Context: an optimization exercise on an open-source flow, tuned for small area. The choices shown serve that exercise and are no tape-out recipe. Function was checked by simulation only, so behaviour that the tests miss may differ from the original.

<file path="design/flow/design.v">
module BnMul (
  input  [14:0] r  ,
  input  [ 7:0] one,
  input  [ 7:0] two,
  input  [ 7:0] neg,
  output [15:0] q
);
  wire n1 = (one[0] & r[0]) ^ neg[0];
  wire n2 = ((one[0] & r[1]) | (two[0] & r[0])) ^ neg[0];
  wire n3 = ((one[0] & r[2]) | (two[0] & r[1])) ^ neg[0];
  wire n4 = ((one[0] & r[3]) | (two[0] & r[2])) ^ neg[0];
  wire n5 = ((one[0] & r[4]) | (two[0] & r[3])) ^ neg[0];
  wire n6 = ((one[0] & r[5]) | (two[0] & r[4])) ^ neg[0];
  wire n7 = ((one[0] & r[6]) | (two[0] & r[5])) ^ neg[0];
  wire n8 = ((one[0] & r[7]) | (two[0] & r[6])) ^ neg[0];
  wire n9 = ((one[0] & r[8]) | (two[0] & r[7])) ^ neg[0];
  wire n10 = ((one[0] & r[9]) | (two[0] & r[8])) ^ neg[0];
  wire n11 = ((one[0] & r[10]) | (two[0] & r[9])) ^ neg[0];
  wire n12 = ((one[0] & r[11]) | (two[0] & r[10])) ^ neg[0];
  wire n13 = ((one[0] & r[12]) | (two[0] & r[11])) ^ neg[0];
  wire n14 = ((one[0] & r[13]) | (two[0] & r[12])) ^ neg[0];
  wire n15 = ((one[0] & r[14]) | (two[0] & r[13])) ^ neg[0];
  wire n16 = (two[0] & r[14]) ^ neg[0];
  wire n17 = ~neg[0];
  wire n18 = (one[1] & r[0]) ^ neg[1];
  wire n19 = ((one[1] & r[1]) | (two[1] & r[0])) ^ neg[1];
  wire n20 = ((one[1] & r[2]) | (two[1] & r[1])) ^ neg[1];
  wire n21 = ((one[1] & r[3]) | (two[1] & r[2])) ^ neg[1];
  wire n22 = ((one[1] & r[4]) | (two[1] & r[3])) ^ neg[1];
  wire n23 = ((one[1] & r[5]) | (two[1] & r[4])) ^ neg[1];
  wire n24 = ((one[1] & r[6]) | (two[1] & r[5])) ^ neg[1];
  wire n25 = ((one[1] & r[7]) | (two[1] & r[6])) ^ neg[1];
  wire n26 = ((one[1] & r[8]) | (two[1] & r[7])) ^ neg[1];
  wire n27 = ((one[1] & r[9]) | (two[1] & r[8])) ^ neg[1];
  wire n28 = ((one[1] & r[10]) | (two[1] & r[9])) ^ neg[1];
  wire n29 = ((one[1] & r[11]) | (two[1] & r[10])) ^ neg[1];
  wire n30 = ((one[1] & r[12]) | (two[1] & r[11])) ^ neg[1];
  wire n31 = ((one[1] & r[13]) | (two[1] & r[12])) ^ neg[1];
  wire n32 = ((one[1] & r[14]) | (two[1] & r[13])) ^ neg[1];
  wire n33 = (two[1] & r[14]) ^ neg[1];
  wire n34 = ~neg[1];
  wire n35 = (one[2] & r[0]) ^ neg[2];
  wire n36 = ((one[2] & r[1]) | (two[2] & r[0])) ^ neg[2];
  wire n37 = ((one[2] & r[2]) | (two[2] & r[1])) ^ neg[2];
  wire n38 = ((one[2] & r[3]) | (two[2] & r[2])) ^ neg[2];
  wire n39 = ((one[2] & r[4]) | (two[2] & r[3])) ^ neg[2];
  wire n40 = ((one[2] & r[5]) | (two[2] & r[4])) ^ neg[2];
  wire n41 = ((one[2] & r[6]) | (two[2] & r[5])) ^ neg[2];
  wire n42 = ((one[2] & r[7]) | (two[2] & r[6])) ^ neg[2];
  wire n43 = ((one[2] & r[8]) | (two[2] & r[7])) ^ neg[2];
  wire n44 = ((one[2] & r[9]) | (two[2] & r[8])) ^ neg[2];
  wire n45 = ((one[2] & r[10]) | (two[2] & r[9])) ^ neg[2];
  wire n46 = ((one[2] & r[11]) | (two[2] & r[10])) ^ neg[2];
  wire n47 = ((one[2] & r[12]) | (two[2] & r[11])) ^ neg[2];
  wire n48 = ((one[2] & r[13]) | (two[2] & r[12])) ^ neg[2];
  wire n49 = ((one[2] & r[14]) | (two[2] & r[13])) ^ neg[2];
  wire n50 = (two[2] & r[14]) ^ neg[2];
  wire n51 = ~neg[2];
  wire n52 = (one[3] & r[0]) ^ neg[3];
  wire n53 = ((one[3] & r[1]) | (two[3] & r[0])) ^ neg[3];
  wire n54 = ((one[3] & r[2]) | (two[3] & r[1])) ^ neg[3];
  wire n55 = ((one[3] & r[3]) | (two[3] & r[2])) ^ neg[3];
  wire n56 = ((one[3] & r[4]) | (two[3] & r[3])) ^ neg[3];
  wire n57 = ((one[3] & r[5]) | (two[3] & r[4])) ^ neg[3];
  wire n58 = ((one[3] & r[6]) | (two[3] & r[5])) ^ neg[3];
  wire n59 = ((one[3] & r[7]) | (two[3] & r[6])) ^ neg[3];
  wire n60 = ((one[3] & r[8]) | (two[3] & r[7])) ^ neg[3];
  wire n61 = ((one[3] & r[9]) | (two[3] & r[8])) ^ neg[3];
  wire n62 = ((one[3] & r[10]) | (two[3] & r[9])) ^ neg[3];
  wire n63 = ((one[3] & r[11]) | (two[3] & r[10])) ^ neg[3];
  wire n64 = ((one[3] & r[12]) | (two[3] & r[11])) ^ neg[3];
  wire n65 = ((one[3] & r[13]) | (two[3] & r[12])) ^ neg[3];
  wire n66 = ((one[3] & r[14]) | (two[3] & r[13])) ^ neg[3];
  wire n67 = (two[3] & r[14]) ^ neg[3];
  wire n68 = ~neg[3];
  wire n69 = (one[4] & r[0]) ^ neg[4];
  wire n70 = ((one[4] & r[1]) | (two[4] & r[0])) ^ neg[4];
  wire n71 = ((one[4] & r[2]) | (two[4] & r[1])) ^ neg[4];
  wire n72 = ((one[4] & r[3]) | (two[4] & r[2])) ^ neg[4];
  wire n73 = ((one[4] & r[4]) | (two[4] & r[3])) ^ neg[4];
  wire n74 = ((one[4] & r[5]) | (two[4] & r[4])) ^ neg[4];
  wire n75 = ((one[4] & r[6]) | (two[4] & r[5])) ^ neg[4];
  wire n76 = ((one[4] & r[7]) | (two[4] & r[6])) ^ neg[4];
  wire n77 = ((one[4] & r[8]) | (two[4] & r[7])) ^ neg[4];
  wire n78 = ((one[4] & r[9]) | (two[4] & r[8])) ^ neg[4];
  wire n79 = ((one[4] & r[10]) | (two[4] & r[9])) ^ neg[4];
  wire n80 = ((one[4] & r[11]) | (two[4] & r[10])) ^ neg[4];
  wire n81 = ((one[4] & r[12]) | (two[4] & r[11])) ^ neg[4];
  wire n82 = ((one[4] & r[13]) | (two[4] & r[12])) ^ neg[4];
  wire n83 = ((one[4] & r[14]) | (two[4] & r[13])) ^ neg[4];
  wire n84 = (two[4] & r[14]) ^ neg[4];
  wire n85 = ~neg[4];
  wire n86 = (one[5] & r[0]) ^ neg[5];
  wire n87 = ((one[5] & r[1]) | (two[5] & r[0])) ^ neg[5];
  wire n88 = ((one[5] & r[2]) | (two[5] & r[1])) ^ neg[5];
  wire n89 = ((one[5] & r[3]) | (two[5] & r[2])) ^ neg[5];
  wire n90 = ((one[5] & r[4]) | (two[5] & r[3])) ^ neg[5];
  wire n91 = ((one[5] & r[5]) | (two[5] & r[4])) ^ neg[5];
  wire n92 = ((one[5] & r[6]) | (two[5] & r[5])) ^ neg[5];
  wire n93 = ((one[5] & r[7]) | (two[5] & r[6])) ^ neg[5];
  wire n94 = ((one[5] & r[8]) | (two[5] & r[7])) ^ neg[5];
  wire n95 = ((one[5] & r[9]) | (two[5] & r[8])) ^ neg[5];
  wire n96 = ((one[5] & r[10]) | (two[5] & r[9])) ^ neg[5];
  wire n97 = ((one[5] & r[11]) | (two[5] & r[10])) ^ neg[5];
  wire n98 = ((one[5] & r[12]) | (two[5] & r[11])) ^ neg[5];
  wire n99 = ((one[5] & r[13]) | (two[5] & r[12])) ^ neg[5];
  wire n100 = ((one[5] & r[14]) | (two[5] & r[13])) ^ neg[5];
  wire n101 = (two[5] & r[14]) ^ neg[5];
  wire n102 = ~neg[5];
  wire n103 = (one[6] & r[0]) ^ neg[6];
  wire n104 = ((one[6] & r[1]) | (two[6] & r[0])) ^ neg[6];
  wire n105 = ((one[6] & r[2]) | (two[6] & r[1])) ^ neg[6];
  wire n106 = ((one[6] & r[3]) | (two[6] & r[2])) ^ neg[6];
  wire n107 = ((one[6] & r[4]) | (two[6] & r[3])) ^ neg[6];
  wire n108 = ((one[6] & r[5]) | (two[6] & r[4])) ^ neg[6];
  wire n109 = ((one[6] & r[6]) | (two[6] & r[5])) ^ neg[6];
  wire n110 = ((one[6] & r[7]) | (two[6] & r[6])) ^ neg[6];
  wire n111 = ((one[6] & r[8]) | (two[6] & r[7])) ^ neg[6];
  wire n112 = ((one[6] & r[9]) | (two[6] & r[8])) ^ neg[6];
  wire n113 = ((one[6] & r[10]) | (two[6] & r[9])) ^ neg[6];
  wire n114 = ((one[6] & r[11]) | (two[6] & r[10])) ^ neg[6];
  wire n115 = ((one[6] & r[12]) | (two[6] & r[11])) ^ neg[6];
  wire n116 = ((one[6] & r[13]) | (two[6] & r[12])) ^ neg[6];
  wire n117 = ((one[6] & r[14]) | (two[6] & r[13])) ^ neg[6];
  wire n118 = (two[6] & r[14]) ^ neg[6];
  wire n119 = ~neg[6];
  wire n120 = (one[7] & r[0]) ^ neg[7];
  wire n121 = ((one[7] & r[1]) | (two[7] & r[0])) ^ neg[7];
  wire n122 = ((one[7] & r[2]) | (two[7] & r[1])) ^ neg[7];
  wire n123 = ((one[7] & r[3]) | (two[7] & r[2])) ^ neg[7];
  wire n124 = ((one[7] & r[4]) | (two[7] & r[3])) ^ neg[7];
  wire n125 = ((one[7] & r[5]) | (two[7] & r[4])) ^ neg[7];
  wire n126 = ((one[7] & r[6]) | (two[7] & r[5])) ^ neg[7];
  wire n127 = ((one[7] & r[7]) | (two[7] & r[6])) ^ neg[7];
  wire n128 = ((one[7] & r[8]) | (two[7] & r[7])) ^ neg[7];
  wire n129 = ((one[7] & r[9]) | (two[7] & r[8])) ^ neg[7];
  wire n130 = ((one[7] & r[10]) | (two[7] & r[9])) ^ neg[7];
  wire n131 = ((one[7] & r[11]) | (two[7] & r[10])) ^ neg[7];
  wire n132 = ((one[7] & r[12]) | (two[7] & r[11])) ^ neg[7];
  wire n133 = ((one[7] & r[13]) | (two[7] & r[12])) ^ neg[7];
  wire n134 = ((one[7] & r[14]) | (two[7] & r[13])) ^ neg[7];
  wire n135 = (two[7] & r[14]) ^ neg[7];
  wire n136 = ~neg[7];
  wire n137 = n11 ^ n26;
  wire n138 = n11 & n26;
  wire n139 = n12 ^ n27;
  wire n140 = n12 & n27;
  wire n141 = n13 ^ n28 ^ n43;
  wire n142 = (n13 & n28) | (n13 & n43) | (n28 & n43);
  wire n143 = n58 ^ n73;
  wire n144 = n58 & n73;
  wire n145 = n14 ^ n29 ^ n44;
  wire n146 = (n14 & n29) | (n14 & n44) | (n29 & n44);
  wire n147 = n59 ^ n74;
  wire n148 = n59 & n74;
  wire n149 = n15 ^ n30 ^ n45;
  wire n150 = (n15 & n30) | (n15 & n45) | (n30 & n45);
  wire n151 = n60 ^ n75 ^ n90;
  wire n152 = (n60 & n75) | (n60 & n90) | (n75 & n90);
  wire n153 = n105 ^ n120;
  wire n154 = n105 & n120;
  wire n155 = n16 ^ n31 ^ n46;
  wire n156 = (n16 & n31) | (n16 & n46) | (n31 & n46);
  wire n157 = n61 ^ n76 ^ n91;
  wire n158 = (n61 & n76) | (n61 & n91) | (n76 & n91);
  wire n159 = n106 ^ n121;
  wire n160 = n106 & n121;
  wire n161 = n17 ^ n32 ^ n47;
  wire n162 = (n17 & n32) | (n17 & n47) | (n32 & n47);
  wire n163 = n62 ^ n77 ^ n92;
  wire n164 = (n62 & n77) | (n62 & n92) | (n77 & n92);
  wire n165 = n107 ^ n122 ^ 1'b1;
  wire n166 = (n107 & n122) | (n107 & 1'b1) | (n122 & 1'b1);
  wire n167 = n33 ^ n48 ^ n63;
  wire n168 = (n33 & n48) | (n33 & n63) | (n48 & n63);
  wire n169 = n78 ^ n93 ^ n108;
  wire n170 = (n78 & n93) | (n78 & n108) | (n93 & n108);
  wire n171 = n123 ^ 1'b1;
  wire n172 = n123 & 1'b1;
  wire n173 = n34 ^ n49 ^ n64;
  wire n174 = (n34 & n49) | (n34 & n64) | (n49 & n64);
  wire n175 = n79 ^ n94 ^ n109;
  wire n176 = (n79 & n94) | (n79 & n109) | (n94 & n109);
  wire n177 = n50 ^ n65 ^ n80;
  wire n178 = (n50 & n65) | (n50 & n80) | (n65 & n80);
  wire n179 = n95 ^ n110;
  wire n180 = n95 & n110;
  wire n181 = n51 ^ n66 ^ n81;
  wire n182 = (n51 & n66) | (n51 & n81) | (n66 & n81);
  wire n183 = n67 ^ n82;
  wire n184 = n67 & n82;
  wire n185 = n7 ^ n22;
  wire n186 = n7 & n22;
  wire n187 = n8 ^ n23;
  wire n188 = n8 & n23;
  wire n189 = n9 ^ n24 ^ n39;
  wire n190 = (n9 & n24) | (n9 & n39) | (n24 & n39);
  wire n191 = n54 ^ n69;
  wire n192 = n54 & n69;
  wire n193 = n10 ^ n25 ^ n40;
  wire n194 = (n10 & n25) | (n10 & n40) | (n25 & n40);
  wire n195 = n55 ^ n70;
  wire n196 = n55 & n70;
  wire n197 = n137 ^ n41 ^ n56;
  wire n198 = (n137 & n41) | (n137 & n56) | (n41 & n56);
  wire n199 = n71 ^ n86 ^ neg[5];
  wire n200 = (n71 & n86) | (n71 & neg[5]) | (n86 & neg[5]);
  wire n201 = n138 ^ n139 ^ n42;
  wire n202 = (n138 & n139) | (n138 & n42) | (n139 & n42);
  wire n203 = n57 ^ n72 ^ n87;
  wire n204 = (n57 & n72) | (n57 & n87) | (n72 & n87);
  wire n205 = n140 ^ n141 ^ n143;
  wire n206 = (n140 & n141) | (n140 & n143) | (n141 & n143);
  wire n207 = n88 ^ n103 ^ neg[6];
  wire n208 = (n88 & n103) | (n88 & neg[6]) | (n103 & neg[6]);
  wire n209 = n142 ^ n144 ^ n145;
  wire n210 = (n142 & n144) | (n142 & n145) | (n144 & n145);
  wire n211 = n147 ^ n89 ^ n104;
  wire n212 = (n147 & n89) | (n147 & n104) | (n89 & n104);
  wire n213 = n146 ^ n148 ^ n149;
  wire n214 = (n146 & n148) | (n146 & n149) | (n148 & n149);
  wire n215 = n151 ^ n153 ^ neg[7];
  wire n216 = (n151 & n153) | (n151 & neg[7]) | (n153 & neg[7]);
  wire n217 = n150 ^ n152 ^ n154;
  wire n218 = (n150 & n152) | (n150 & n154) | (n152 & n154);
  wire n219 = n155 ^ n157 ^ n159;
  wire n220 = (n155 & n157) | (n155 & n159) | (n157 & n159);
  wire n221 = n156 ^ n158 ^ n160;
  wire n222 = (n156 & n158) | (n156 & n160) | (n158 & n160);
  wire n223 = n161 ^ n163 ^ n165;
  wire n224 = (n161 & n163) | (n161 & n165) | (n163 & n165);
  wire n225 = n162 ^ n164 ^ n166;
  wire n226 = (n162 & n164) | (n162 & n166) | (n164 & n166);
  wire n227 = n167 ^ n169 ^ n171;
  wire n228 = (n167 & n169) | (n167 & n171) | (n169 & n171);
  wire n229 = n168 ^ n170 ^ n172;
  wire n230 = (n168 & n170) | (n168 & n172) | (n170 & n172);
  wire n231 = n173 ^ n175 ^ n124;
  wire n232 = (n173 & n175) | (n173 & n124) | (n175 & n124);
  wire n233 = n174 ^ n176 ^ n177;
  wire n234 = (n174 & n176) | (n174 & n177) | (n176 & n177);
  wire n235 = n179 ^ n125 ^ 1'b1;
  wire n236 = (n179 & n125) | (n179 & 1'b1) | (n125 & 1'b1);
  wire n237 = n178 ^ n180 ^ n181;
  wire n238 = (n178 & n180) | (n178 & n181) | (n180 & n181);
  wire n239 = n96 ^ n111 ^ n126;
  wire n240 = (n96 & n111) | (n96 & n126) | (n111 & n126);
  wire n241 = n182 ^ n183 ^ n97;
  wire n242 = (n182 & n183) | (n182 & n97) | (n183 & n97);
  wire n243 = n112 ^ n127 ^ 1'b1;
  wire n244 = (n112 & n127) | (n112 & 1'b1) | (n127 & 1'b1);
  wire n245 = n184 ^ n68 ^ n83;
  wire n246 = (n184 & n68) | (n184 & n83) | (n68 & n83);
  wire n247 = n98 ^ n113 ^ n128;
  wire n248 = (n98 & n113) | (n98 & n128) | (n113 & n128);
  wire n249 = n84 ^ n99 ^ n114;
  wire n250 = (n84 & n99) | (n84 & n114) | (n99 & n114);
  wire n251 = n129 ^ 1'b1;
  wire n252 = n129 & 1'b1;
  wire n253 = n85 ^ n100 ^ n115;
  wire n254 = (n85 & n100) | (n85 & n115) | (n100 & n115);
  wire n255 = n101 ^ n116;
  wire n256 = n101 & n116;
  wire n257 = n5 ^ n20;
  wire n258 = n5 & n20;
  wire n259 = n6 ^ n21;
  wire n260 = n6 & n21;
  wire n261 = n185 ^ n37 ^ n52;
  wire n262 = (n185 & n37) | (n185 & n52) | (n37 & n52);
  wire n263 = n186 ^ n187 ^ n38;
  wire n264 = (n186 & n187) | (n186 & n38) | (n187 & n38);
  wire n265 = n188 ^ n189 ^ n191;
  wire n266 = (n188 & n189) | (n188 & n191) | (n189 & n191);
  wire n267 = n190 ^ n192 ^ n193;
  wire n268 = (n190 & n192) | (n190 & n193) | (n192 & n193);
  wire n269 = n194 ^ n196 ^ n197;
  wire n270 = (n194 & n196) | (n194 & n197) | (n196 & n197);
  wire n271 = n198 ^ n200 ^ n201;
  wire n272 = (n198 & n200) | (n198 & n201) | (n200 & n201);
  wire n273 = n202 ^ n204 ^ n205;
  wire n274 = (n202 & n204) | (n202 & n205) | (n204 & n205);
  wire n275 = n206 ^ n208 ^ n209;
  wire n276 = (n206 & n208) | (n206 & n209) | (n208 & n209);
  wire n277 = n210 ^ n212 ^ n213;
  wire n278 = (n210 & n212) | (n210 & n213) | (n212 & n213);
  wire n279 = n214 ^ n216 ^ n217;
  wire n280 = (n214 & n216) | (n214 & n217) | (n216 & n217);
  wire n281 = n218 ^ n220 ^ n221;
  wire n282 = (n218 & n220) | (n218 & n221) | (n220 & n221);
  wire n283 = n222 ^ n224 ^ n225;
  wire n284 = (n222 & n224) | (n222 & n225) | (n224 & n225);
  wire n285 = n226 ^ n228 ^ n229;
  wire n286 = (n226 & n228) | (n226 & n229) | (n228 & n229);
  wire n287 = n230 ^ n232 ^ n233;
  wire n288 = (n230 & n232) | (n230 & n233) | (n232 & n233);
  wire n289 = n234 ^ n236 ^ n237;
  wire n290 = (n234 & n236) | (n234 & n237) | (n236 & n237);
  wire n291 = n238 ^ n240 ^ n241;
  wire n292 = (n238 & n240) | (n238 & n241) | (n240 & n241);
  wire n293 = n242 ^ n244 ^ n245;
  wire n294 = (n242 & n244) | (n242 & n245) | (n244 & n245);
  wire n295 = n246 ^ n248 ^ n249;
  wire n296 = (n246 & n248) | (n246 & n249) | (n248 & n249);
  wire n297 = n250 ^ n252 ^ n253;
  wire n298 = (n250 & n252) | (n250 & n253) | (n252 & n253);
  wire n299 = n254 ^ n255 ^ n131;
  wire n300 = (n254 & n255) | (n254 & n131) | (n255 & n131);
  wire n301 = n256 ^ n102 ^ n117;
  wire n302 = (n256 & n102) | (n256 & n117) | (n102 & n117);
  wire n303 = n118 ^ n133;
  wire n304 = n118 & n133;
  wire n305 = n3 ^ n18;
  wire n306 = n3 & n18;
  wire n307 = n4 ^ n19;
  wire n308 = n4 & n19;
  wire n309 = n257 ^ n35 ^ neg[2];
  wire n310 = (n257 & n35) | (n257 & neg[2]) | (n35 & neg[2]);
  wire n311 = n258 ^ n259 ^ n36;
  wire n312 = (n258 & n259) | (n258 & n36) | (n259 & n36);
  wire n313 = n260 ^ n261 ^ neg[3];
  wire n314 = (n260 & n261) | (n260 & neg[3]) | (n261 & neg[3]);
  wire n315 = n262 ^ n263 ^ n53;
  wire n316 = (n262 & n263) | (n262 & n53) | (n263 & n53);
  wire n317 = n264 ^ n265 ^ neg[4];
  wire n318 = (n264 & n265) | (n264 & neg[4]) | (n265 & neg[4]);
  wire n319 = n266 ^ n267 ^ n195;
  wire n320 = (n266 & n267) | (n266 & n195) | (n267 & n195);
  wire n321 = n268 ^ n269 ^ n199;
  wire n322 = (n268 & n269) | (n268 & n199) | (n269 & n199);
  wire n323 = n270 ^ n271 ^ n203;
  wire n324 = (n270 & n271) | (n270 & n203) | (n271 & n203);
  wire n325 = n272 ^ n273 ^ n207;
  wire n326 = (n272 & n273) | (n272 & n207) | (n273 & n207);
  wire n327 = n274 ^ n275 ^ n211;
  wire n328 = (n274 & n275) | (n274 & n211) | (n275 & n211);
  wire n329 = n276 ^ n277 ^ n215;
  wire n330 = (n276 & n277) | (n276 & n215) | (n277 & n215);
  wire n331 = n278 ^ n279 ^ n219;
  wire n332 = (n278 & n279) | (n278 & n219) | (n279 & n219);
  wire n333 = n280 ^ n281 ^ n223;
  wire n334 = (n280 & n281) | (n280 & n223) | (n281 & n223);
  wire n335 = n282 ^ n283 ^ n227;
  wire n336 = (n282 & n283) | (n282 & n227) | (n283 & n227);
  wire n337 = n284 ^ n285 ^ n231;
  wire n338 = (n284 & n285) | (n284 & n231) | (n285 & n231);
  wire n339 = n286 ^ n287 ^ n235;
  wire n340 = (n286 & n287) | (n286 & n235) | (n287 & n235);
  wire n341 = n288 ^ n289 ^ n239;
  wire n342 = (n288 & n289) | (n288 & n239) | (n289 & n239);
  wire n343 = n290 ^ n291 ^ n243;
  wire n344 = (n290 & n291) | (n290 & n243) | (n291 & n243);
  wire n345 = n292 ^ n293 ^ n247;
  wire n346 = (n292 & n293) | (n292 & n247) | (n293 & n247);
  wire n347 = n294 ^ n295 ^ n251;
  wire n348 = (n294 & n295) | (n294 & n251) | (n295 & n251);
  wire n349 = n296 ^ n297 ^ n130;
  wire n350 = (n296 & n297) | (n296 & n130) | (n297 & n130);
  wire n351 = n298 ^ n299 ^ 1'b1;
  wire n352 = (n298 & n299) | (n298 & 1'b1) | (n299 & 1'b1);
  wire n353 = n300 ^ n301 ^ n132;
  wire n354 = (n300 & n301) | (n300 & n132) | (n301 & n132);
  wire n355 = n302 ^ n303 ^ 1'b1;
  wire n356 = (n302 & n303) | (n302 & 1'b1) | (n303 & 1'b1);
  wire n357 = n304 ^ n119 ^ n134;
  wire n358 = (n304 & n119) | (n304 & n134) | (n119 & n134);
  wire n359 = n135 ^ 1'b1;
  wire n360 = n135 & 1'b1;
  wire n361 = n1 ^ neg[0];
  wire n362 = n1 & neg[0];
  wire n363 = n2 ^ n362;
  wire n364 = n2 & n362;
  wire n365 = n305 ^ neg[1] ^ n364;
  wire n366 = (n305 & neg[1]) | (n305 & n364) | (neg[1] & n364);
  wire n367 = n306 ^ n307 ^ n366;
  wire n368 = (n306 & n307) | (n306 & n366) | (n307 & n366);
  wire n369 = n308 ^ n309 ^ n368;
  wire n370 = (n308 & n309) | (n308 & n368) | (n309 & n368);
  wire n371 = n310 ^ n311 ^ n370;
  wire n372 = (n310 & n311) | (n310 & n370) | (n311 & n370);
  wire n373 = n312 ^ n313 ^ n372;
  wire n374 = (n312 & n313) | (n312 & n372) | (n313 & n372);
  wire n375 = n314 ^ n315 ^ n374;
  wire n376 = (n314 & n315) | (n314 & n374) | (n315 & n374);
  wire n377 = n316 ^ n317 ^ n376;
  wire n378 = (n316 & n317) | (n316 & n376) | (n317 & n376);
  wire n379 = n318 ^ n319 ^ n378;
  wire n380 = (n318 & n319) | (n318 & n378) | (n319 & n378);
  wire n381 = n320 ^ n321 ^ n380;
  wire n382 = (n320 & n321) | (n320 & n380) | (n321 & n380);
  wire n383 = n322 ^ n323 ^ n382;
  wire n384 = (n322 & n323) | (n322 & n382) | (n323 & n382);
  wire n385 = n324 ^ n325 ^ n384;
  wire n386 = (n324 & n325) | (n324 & n384) | (n325 & n384);
  wire n387 = n326 ^ n327 ^ n386;
  wire n388 = (n326 & n327) | (n326 & n386) | (n327 & n386);
  wire n389 = n328 ^ n329 ^ n388;
  wire n390 = (n328 & n329) | (n328 & n388) | (n329 & n388);
  wire n391 = n330 ^ n331 ^ n390;
  wire n392 = (n330 & n331) | (n330 & n390) | (n331 & n390);
  wire n393 = n332 ^ n333 ^ n392;
  wire n394 = (n332 & n333) | (n332 & n392) | (n333 & n392);
  wire n395 = n334 ^ n335 ^ n394;
  wire n396 = (n334 & n335) | (n334 & n394) | (n335 & n394);
  wire n397 = n336 ^ n337 ^ n396;
  wire n398 = (n336 & n337) | (n336 & n396) | (n337 & n396);
  wire n399 = n338 ^ n339 ^ 1'b0;
  wire n400 = (n338 & n339) | (n338 & 1'b0) | (n339 & 1'b0);
  wire n401 = n340 ^ n341 ^ n400;
  wire n402 = (n340 & n341) | (n340 & n400) | (n341 & n400);
  wire n403 = n342 ^ n343 ^ n402;
  wire n404 = (n342 & n343) | (n342 & n402) | (n343 & n402);
  wire n405 = n344 ^ n345 ^ n404;
  wire n406 = (n344 & n345) | (n344 & n404) | (n345 & n404);
  wire n407 = n346 ^ n347 ^ n406;
  wire n408 = (n346 & n347) | (n346 & n406) | (n347 & n406);
  wire n409 = n348 ^ n349 ^ n408;
  wire n410 = (n348 & n349) | (n348 & n408) | (n349 & n408);
  wire n411 = n350 ^ n351 ^ n410;
  wire n412 = (n350 & n351) | (n350 & n410) | (n351 & n410);
  wire n413 = n352 ^ n353 ^ n412;
  wire n414 = (n352 & n353) | (n352 & n412) | (n353 & n412);
  wire n415 = n354 ^ n355 ^ n414;
  wire n416 = (n354 & n355) | (n354 & n414) | (n355 & n414);
  wire n417 = n356 ^ n357 ^ n416;
  wire n418 = (n356 & n357) | (n356 & n416) | (n357 & n416);
  wire n419 = n358 ^ n359 ^ n418;
  wire n420 = (n358 & n359) | (n358 & n418) | (n359 & n418);
  wire n421 = n360 ^ n136 ^ n420;
  wire n422 = (n360 & n136) | (n360 & n420) | (n136 & n420);
  wire n423 = n338 ^ n339 ^ 1'b1;
  wire n424 = (n338 & n339) | (n338 & 1'b1) | (n339 & 1'b1);
  wire n425 = n340 ^ n341 ^ n424;
  wire n426 = (n340 & n341) | (n340 & n424) | (n341 & n424);
  wire n427 = n342 ^ n343 ^ n426;
  wire n428 = (n342 & n343) | (n342 & n426) | (n343 & n426);
  wire n429 = n344 ^ n345 ^ n428;
  wire n430 = (n344 & n345) | (n344 & n428) | (n345 & n428);
  wire n431 = n346 ^ n347 ^ n430;
  wire n432 = (n346 & n347) | (n346 & n430) | (n347 & n430);
  wire n433 = n348 ^ n349 ^ n432;
  wire n434 = (n348 & n349) | (n348 & n432) | (n349 & n432);
  wire n435 = n350 ^ n351 ^ n434;
  wire n436 = (n350 & n351) | (n350 & n434) | (n351 & n434);
  wire n437 = n352 ^ n353 ^ n436;
  wire n438 = (n352 & n353) | (n352 & n436) | (n353 & n436);
  wire n439 = n354 ^ n355 ^ n438;
  wire n440 = (n354 & n355) | (n354 & n438) | (n355 & n438);
  wire n441 = n356 ^ n357 ^ n440;
  wire n442 = (n356 & n357) | (n356 & n440) | (n357 & n440);
  wire n443 = n358 ^ n359 ^ n442;
  wire n444 = (n358 & n359) | (n358 & n442) | (n359 & n442);
  wire n445 = n360 ^ n136 ^ n444;
  wire n446 = (n360 & n136) | (n360 & n444) | (n136 & n444);
  wire n447 = n398 ? n423 : n399;
  wire n448 = n398 ? n425 : n401;
  wire n449 = n398 ? n427 : n403;
  wire n450 = n398 ? n429 : n405;
  wire n451 = n398 ? n431 : n407;
  wire n452 = n398 ? n433 : n409;
  wire n453 = n398 ? n435 : n411;
  wire n454 = n398 ? n437 : n413;
  wire n455 = n398 ? n439 : n415;
  wire n456 = n398 ? n441 : n417;
  wire n457 = n398 ? n443 : n419;
  wire n458 = n398 ? n445 : n421;
  wire [30:0] p = {n458, n457, n456, n455, n454, n453, n452, n451, n450, n449, n448, n447, n397, n395, n393, n391, n389, n387, n385, n383, n381, n379, n377, n375, n373, n371, n369, n367, n365, n363, n361};
  wire        ovf = p[30:26] != {5{p[30]}};
  assign q = ovf ? {p[30], {15{~p[30]}}} : p[26:11];
endmodule
module Post_top #(
  parameter INT_BITS  = 4,
  parameter POX       = 4,
  parameter POY       = 4,
  parameter CHANNEL_N = 2
) (
  input                             clk              ,
  input                             rst              ,
  input  [CHANNEL_N*POY*POX*16-1:0] mac_to_serializer,
  input                             mac_output_valid ,
  input  [         $clog2(POY)-1:0] mac_valid_number ,
  input  [                    15:0] K                ,
  input  [                    15:0] B                ,
  input  [              POX*16-1:0] bias             ,
  output [              POX*16-1:0] relu_out         ,
  output                            relu_out_valid   ,
  output [              POX*16-1:0] post_out         ,
  output                            post_out_valid   ,
  output [            POX/2*16-1:0] pooling_out      ,
  output                            pooling_out_valid
);
  reg  [447:0] chain;
  reg          active;
  reg  [  2:0] cnt;        
  reg  [  1:0] rm1;        
  always @(posedge clk) begin
    if (mac_output_valid) chain[383:0] <= mac_to_serializer[447:64];
    else                  chain[383:0] <= chain[447:64];
    chain[447:384] <= mac_to_serializer[511:448];
  end
  always @(posedge clk or posedge rst) begin
    if (rst) begin
      active <= 1'b0;
      cnt    <= 3'd0;
      rm1    <= 2'd0;
    end
    else if (mac_output_valid) begin
      active <= 1'b1;
      cnt    <= 3'd1;
      rm1    <= mac_valid_number - 1'b1;
    end
    else if (active) begin
      cnt <= cnt + 1'b1;
      if (cnt == {rm1, 1'b1}) active <= 1'b0;
    end
  end
  wire [ 1:0] slot = (cnt > {1'b0, rm1}) ? ~rm1 : 2'd0;
  reg  [63:0] chain_row;
  always @(*) begin
    case (slot)
      2'd0:    chain_row = chain[ 63:  0];
      2'd1:    chain_row = chain[127: 64];
      2'd2:    chain_row = chain[191:128];
      default: chain_row = chain[255:192];
    endcase
  end
  wire [63:0] row    = mac_output_valid ? mac_to_serializer[63:0] : chain_row;
  wire        row_ok = mac_output_valid | active;
  reg  [59:0] relu_r;
  reg         v1, v2;
  genvar x, i;
  generate
    for (x = 0; x < POX; x = x + 1) begin : g_relu
      wire [15:0] a = row[16*x +: 16];
      wire [15:0] b = bias[16*x +: 16];
      wire [16:0] c;
      assign c[0] = 1'b0;
      for (i = 0; i < 16; i = i + 1) begin : g_c
        assign c[i+1] = (a[i] & b[i]) | (a[i] & c[i]) | (b[i] & c[i]);
      end
      wire [15:0] s = a ^ b ^ c[15:0];
      always @(posedge clk) relu_r[15*x +: 15] <= s[15] ? 15'd0 : s[14:0];
      assign relu_out[16*x +: 16] = {1'b0, relu_r[15*x +: 15]};
    end
  endgenerate
  always @(posedge clk or posedge rst) begin
    if (rst) begin
      v1 <= 1'b0;
      v2 <= 1'b0;
    end
    else begin
      v1 <= row_ok;
      v2 <= v1;
    end
  end
  assign relu_out_valid = v1;
  reg  [15:0] k_r;
  always @(posedge clk) k_r <= K;
  wire [16:0] kx = {k_r, 1'b0};
  wire [ 7:0] one, two, neg;
  generate
    for (i = 0; i < 8; i = i + 1) begin : g_booth
      assign one[i] = kx[2*i+1] ^ kx[2*i];
      assign two[i] = (kx[2*i+2] & ~kx[2*i+1] & ~kx[2*i]) | (~kx[2*i+2] & kx[2*i+1] & kx[2*i]);
      assign neg[i] = kx[2*i+2];
    end
  endgenerate
  reg [63:0] q_r;
  generate
    for (x = 0; x < POX; x = x + 1) begin : g_mul
      wire [15:0] q;
      BnMul U_BnMul (
        .r  (relu_r[15*x +: 15]),
        .one(one               ),
        .two(two               ),
        .neg(neg               ),
        .q  (q                 )
      );
      always @(posedge clk) q_r[16*x +: 16] <= q;
    end
  endgenerate
  generate
    for (x = 0; x < POX; x = x + 1) begin : g_bn
      wire [15:0] a = q_r[16*x +: 16];
      wire [16:0] c;
      assign c[0] = 1'b0;
      for (i = 0; i < 16; i = i + 1) begin : g_c
        assign c[i+1] = (a[i] & B[i]) | (a[i] & c[i]) | (B[i] & c[i]);
      end
      assign post_out[16*x +: 16] = a ^ B ^ c[15:0];
    end
  endgenerate
  assign post_out_valid = v2;
  reg        second;
  reg [31:0] pool_r;
  reg        pool_valid;
  generate
    for (x = 0; x < POX/2; x = x + 1) begin : g_pool
      wire [15:0] a = post_out[32*x +: 16];
      wire [15:0] b = post_out[32*x+16 +: 16];
      wire [15:0] m = pool_r[16*x +: 16];
      wire [16:0] ab, ma, mb;
      assign ab[0] = 1'b0;
      assign ma[0] = 1'b0;
      assign mb[0] = 1'b0;
      for (i = 0; i < 16; i = i + 1) begin : g_cmp
        if (i < 15) begin : g_lo
          assign ab[i+1] = (a[i] & ~b[i]) | (a[i] & ab[i]) | (~b[i] & ab[i]);
          assign ma[i+1] = (m[i] & ~a[i]) | (m[i] & ma[i]) | (~a[i] & ma[i]);
          assign mb[i+1] = (m[i] & ~b[i]) | (m[i] & mb[i]) | (~b[i] & mb[i]);
        end
        else begin : g_hi
          assign ab[i+1] = (~a[i] & b[i]) | (~a[i] & ab[i]) | (b[i] & ab[i]);
          assign ma[i+1] = (~m[i] & a[i]) | (~m[i] & ma[i]) | (a[i] & ma[i]);
          assign mb[i+1] = (~m[i] & b[i]) | (~m[i] & mb[i]) | (b[i] & mb[i]);
        end
      end
      wire [15:0] ab_max = ab[16] ? a : b;
      always @(posedge clk)
        pool_r[16*x +: 16] <= (second & ma[16] & mb[16]) ? m : ab_max;
    end
  endgenerate
  always @(posedge clk or posedge rst) begin
    if (rst) begin
      second     <= 1'b0;
      pool_valid <= 1'b0;
    end
    else begin
      if (v2) second <= ~second;
      pool_valid <= v2 & second;
    end
  end
  assign pooling_out       = pool_r;
  assign pooling_out_valid = pool_valid;
endmodule
</file>
<file path="design/flow/flow/run.sh">
#!/bin/bash
# The standard layout with two changes:
#  - synthesis maps with an area-oriented ABC script (amap) and skips the
#    generic pre-mapping ABC pass (synth -noabc); the registers, their names
#    and cell types are those of the standard synthesis;
#  - the port buffers are the smallest buffer (buf_1) rather than the one
#    buffer_ports picks by default.
# make's output goes to a log per step here; ORFS's step logs are under orfs/logs/.
set -euo pipefail
rm -rf scripts_local
cp -r "$FLOW_HOME/scripts" scripts_local
cp flow/abc_area.script scripts_local/abc_area.script
bash standard.sh "SCRIPTS_DIR=$PWD/scripts_local" "SYNTH_ARGS=-noabc" synth > make_synth.log 2>&1
bash standard.sh "BUFFER_PORTS_ARGS=-buffer_cell sky130_fd_sc_hd__buf_1" finish > make_finish.log 2>&1
</file>
<file path="design/flow/flow/abc_area.script">
strash
dch
amap
topo
</file>
<file path="design/flow/standard.sh">
#!/bin/bash
# synth_recipe.tcl (not shown) runs the flow's synth.tcl, then flattens the netlist and writes it again
# the make line also repeats each setting of config.mk as NAME=value (left out here)
make -C /OpenROAD-flow-scripts/flow DESIGN_CONFIG=/design/flow/config.mk WORK_HOME=/design/flow/orfs CLKGATE_MAP_FILE= SYNTH_SCRIPT=/design/flow/synth_recipe.tcl "${@:-finish}"
</file>
<file path="design/flow/config.mk">
export PLATFORM = sky130hd
export DESIGN_NAME = Post_top
export DESIGN_NICKNAME = Post_top
export VERILOG_FILES = /design/flow/design.v
export SDC_FILE = /design/flow/constraint.sdc
export NUM_CORES = 4
export LEC_CHECK = 0
export ABC_AREA = 1
export CAP_MARGIN = 20
export CORE_MARGIN = 2
export CORE_UTILIZATION = 40
export CTS_BUF_LIST = sky130_fd_sc_hd__clkbuf_4 sky130_fd_sc_hd__clkbuf_8
export SLEW_MARGIN = 20
</file>
<file path="design/flow/constraint.sdc">
create_clock -name core_clock -period 12.0 [get_ports {clk}]
set_input_delay 2.4000 -clock core_clock [delete_from_list [all_inputs] [get_ports {clk}]]
set_output_delay 2.4000 -clock core_clock [all_outputs]
set_load 0.01 [all_outputs]
</file>
==> run notes <==
==> worst max-delay path, cell delays in order <==
cell and delay [ns]:
buf_1 0.15, ha_1 0.25, fa_1 0.39, fa_1 0.39, fa_1 0.38, fa_1 0.39
fa_1 0.40, fa_1 0.40, fa_1 0.39, fa_1 0.40, fa_1 0.43, fa_1 0.41
fa_1 0.41, fa_1 0.40, fa_1 0.40, fa_1 0.40, o21ai_0 0.22, nand2_1 0.08
o21ai_1 0.18, clkinv_1 0.19, buf_1 0.16
==> per-stage QoR <==
step,cells,util,cell area (um^2)
floorplan,4876,-,43400
global placement,7193,0.460,49300
finish,7406,0.484,51900
detailed placement,7193,0.460,49300
global route,7399,0.484,51900
CTS,7373,0.481,51600
==> cell families (layout without fill, tap and decap cells) <==
logic type / count (synthesis) / after routing / share of synthesized area
and+or+nand+nor: 1165 / 1165 / 0.106
AOI/OAI and AO/OA: 1888 / 1889 / 0.272
other: 1 / 26 / 0.0000866
adders and majority gates: 659 / 659 / 0.275
buffers and inverters: 530 / 1634 / 0.0463
DFF: 630 / 630 / 0.300
==> final timing paths <==
kind	depth (start not counted)	end	slack, ns	start
worst max-delay path	21	post_out[15]	0.38	B[0]
worst min-delay path	0	v2$_DFF_PP0_	0.39	v1$_DFF_PP0_
worst max register to register	62	q_r[1]$_DFF_P_	0.80	k_r[1]$_DFF_P_
worst min register to register	0	v2$_DFF_PP0_	0.39	v1$_DFF_PP0_
max in group asynchronous	2	active$_DFF_PP0_	10.18	rst
min in group asynchronous	2	cnt[2]$_DFFE_PP0P_	1.55	rst
==> per-layer routing <==
layer | vias up | global-route usage | part of all wire
li1 | 19700 | - | -
met1 | 19400 | 0.369 | 0.41
met2 | 1916 | 0.474 | 0.47
met3 | 285 | 0.0604 | 0.086
met4 | 8 | 0.0998 | 0.034
met5 | - | 0 | 0.00032
==> state kept, by name, indices dropped and copies added, names as in the netlist <==
name and flops:
active 1, chain 448, cnt 3, k_r 16, pool_r 32, pool_valid 1, q_r 64, relu_r 60
rm1 2, second 1, v1 1, v2 1
==> area by class of cell <==
class | count | share of cell area
multi-input cells | 3717 | 0.553
clock buffers | 156 | 0.0370
clock inverters | 24 | 0.00586
inverters | 526 | 0.0382
flip-flops and latches | 630 | 0.251
well taps | 1403 | 0.0338
diodes | 22 | 0.00106
repair buffers | 928 | 0.0806
==> layout by cell type, fill, tap and decap left out, types with 4 or more instances in the layout <==
master and count:
buf_12 7, dfrtp_1 10, dfxtp_4 9, a22o_1 271, a222oi_1 100, dfxtp_1 578
a21oi_1 470, clkinv_2 11, fa_1 478, clkbuf_8 120, nand2_1 398, edfxtp_1 32
o221ai_1 22, o32ai_1 4, ha_1 167, clkbuf_4 37, clkinv_1 521, nor2b_1 67
o21ai_0 452, diode_2 22, bufinv_16 4, nor2_2 13, fa_2 10, o21ai_4 17
buf_4 147, or2_0 16, o21ai_1 9, o22ai_1 508, buf_1 770, conb_1 4
a221oi_1 9, o21ai_2 5, a22oi_1 6, nor2_1 654
==> repair_timing <==
action	4_1_cts	5_1_grt
hold buffers	0	0
endpoints found under the setup margin	28	63
setup buffers	0	10
resized for setup	2	73
pin swaps	0	19
gates cloned	0	1
==> reports/summary.txt <==
Fin Hold WS -> 0.391 ns
final hold vios -> 0
grt total ovfl -> 0
port bufs -> 771
post-route ant nets -> 0
DR WL/cell -> 22.0 um
vias per std cell -> 5.57
drt first-iter violations -> 3,760
Final WS setup -> 0.379 ns
layout cell share with drive strength beyond 1 -> 0.0701
critical path arrival -> 9.22 ns
Crit Path Category -> in -> out
post-synthesis register bit count -> 630
top-count cell post-synth -> nor2_1
Commonest cells post-synth -> nor2_1 (667), dfxtp_1 (588), clkinv_1 (526)
worst path required time -> 9.60 ns
Post-route DRC -> 0
Final Max Slew Viols -> 0
clock latency (worst-skew pair) -> 0.80 ns
die area -> 111,000 um^2
post-DP HPWL -> 125,000 um
Die W -> 333 um
Clock Path Buffers -> 3
# fillers -> 10,500
vias in the first global route -> 39,700
asr flop ratio synth -> 0.0159
Final Cycle Share -> 0.968
largest net degree at the start of global routing -> 126
antenna violations before repair -> 26
TritonCTS clock tree -> built
post-synthesis cell area -> 43,300 um^2
Setup crit end kind -> primary output
Post-Syn Area per Cell -> 8.88 um^2
CP max FO -> 4
clock buffer count from CTS -> 103
Slew @ Worst Pin -> 1.17 ns
Setup WS pre-CTS -> -0.0343 ns
Synth Flop Type -> dfxtp_1
Sink Count -> 630
sequential fraction of the synthesis area -> 0.300
Worst-path clk slew -> 0.06 ns
GR Util All Layers -> 0.286
top cell type by total area after synthesis -> dfxtp_1
crit path time final -> 11.62 ns
EDFF count, synth -> 32
Reg area -> 13,000 um^2
first-pass GRT wire length -> 245,000 um
crit start category -> primary input
core footprint -> 107,000 um^2
FMAX -> 86.1 MHz
status -> complete, no violations
Max Clock Skew -> 0.0568 ns
DR pass1 iterations -> 10
Synthesis Warnings -> 1
area fraction of the dominant cell type after synthesis -> 0.272
Post-Synthesis Cells -> 4,873
Yosys cell types -> 32
H-Tree Level Count -> 3
area of the multi-input gates -> 28,700 um^2
count of endpoints failing setup in the final report -> 0
# rows -> 120
Die Y -> 333 um
main area contributors after synthesis -> dfxtp_1 (27%), fa_1 (23%), o22ai_1 (7.4%)
Initial Utilization -> 0.404
max_slew headroom -> 0.214
WL final -> 163,000 um
final net count -> 7,178
via count -> 41,300
worst hold path class -> reg -> reg
IO Pins -> 776
maxcap violations -> 0
Layout area overhead -> 19.9%
setup TNS -> 0 ns
gp weighted congestion -> 0.952
Root Driver -> clkbuf_8

==> what the ideal ports hide <==
The results above use ideal ports. As a check the final layout listed here was re-extracted and re-timed, cells and wires unchanged. Step 1 sets driving cells, clkbuf_16 on the clock port and buf_2 on the other inputs (assumed; they add their load-dependent delay and slew). Step 2 times the ports against the registers' clock, not the clock port: input delays grow and output delays shrink by t, the midpoint of the rising clock arrivals with the driver on. Slacks: ideal ports / drivers / drivers and shift; pairs: ideal ports / drivers.
t (ns): 0.847
setup WS [ns]: 0.379 / 0.356 / 0.356
hold WS [ns]: 0.391 / 0.391 / 0.391
slew at the worst register clock pin (ns): 0.08 / 0.08
cell pins on the clock port's net: 1
After both steps this run still meets setup and hold. For this run, drivers alone change the setup slack by -0.023 ns; drivers and shift together by -0.023 ns.
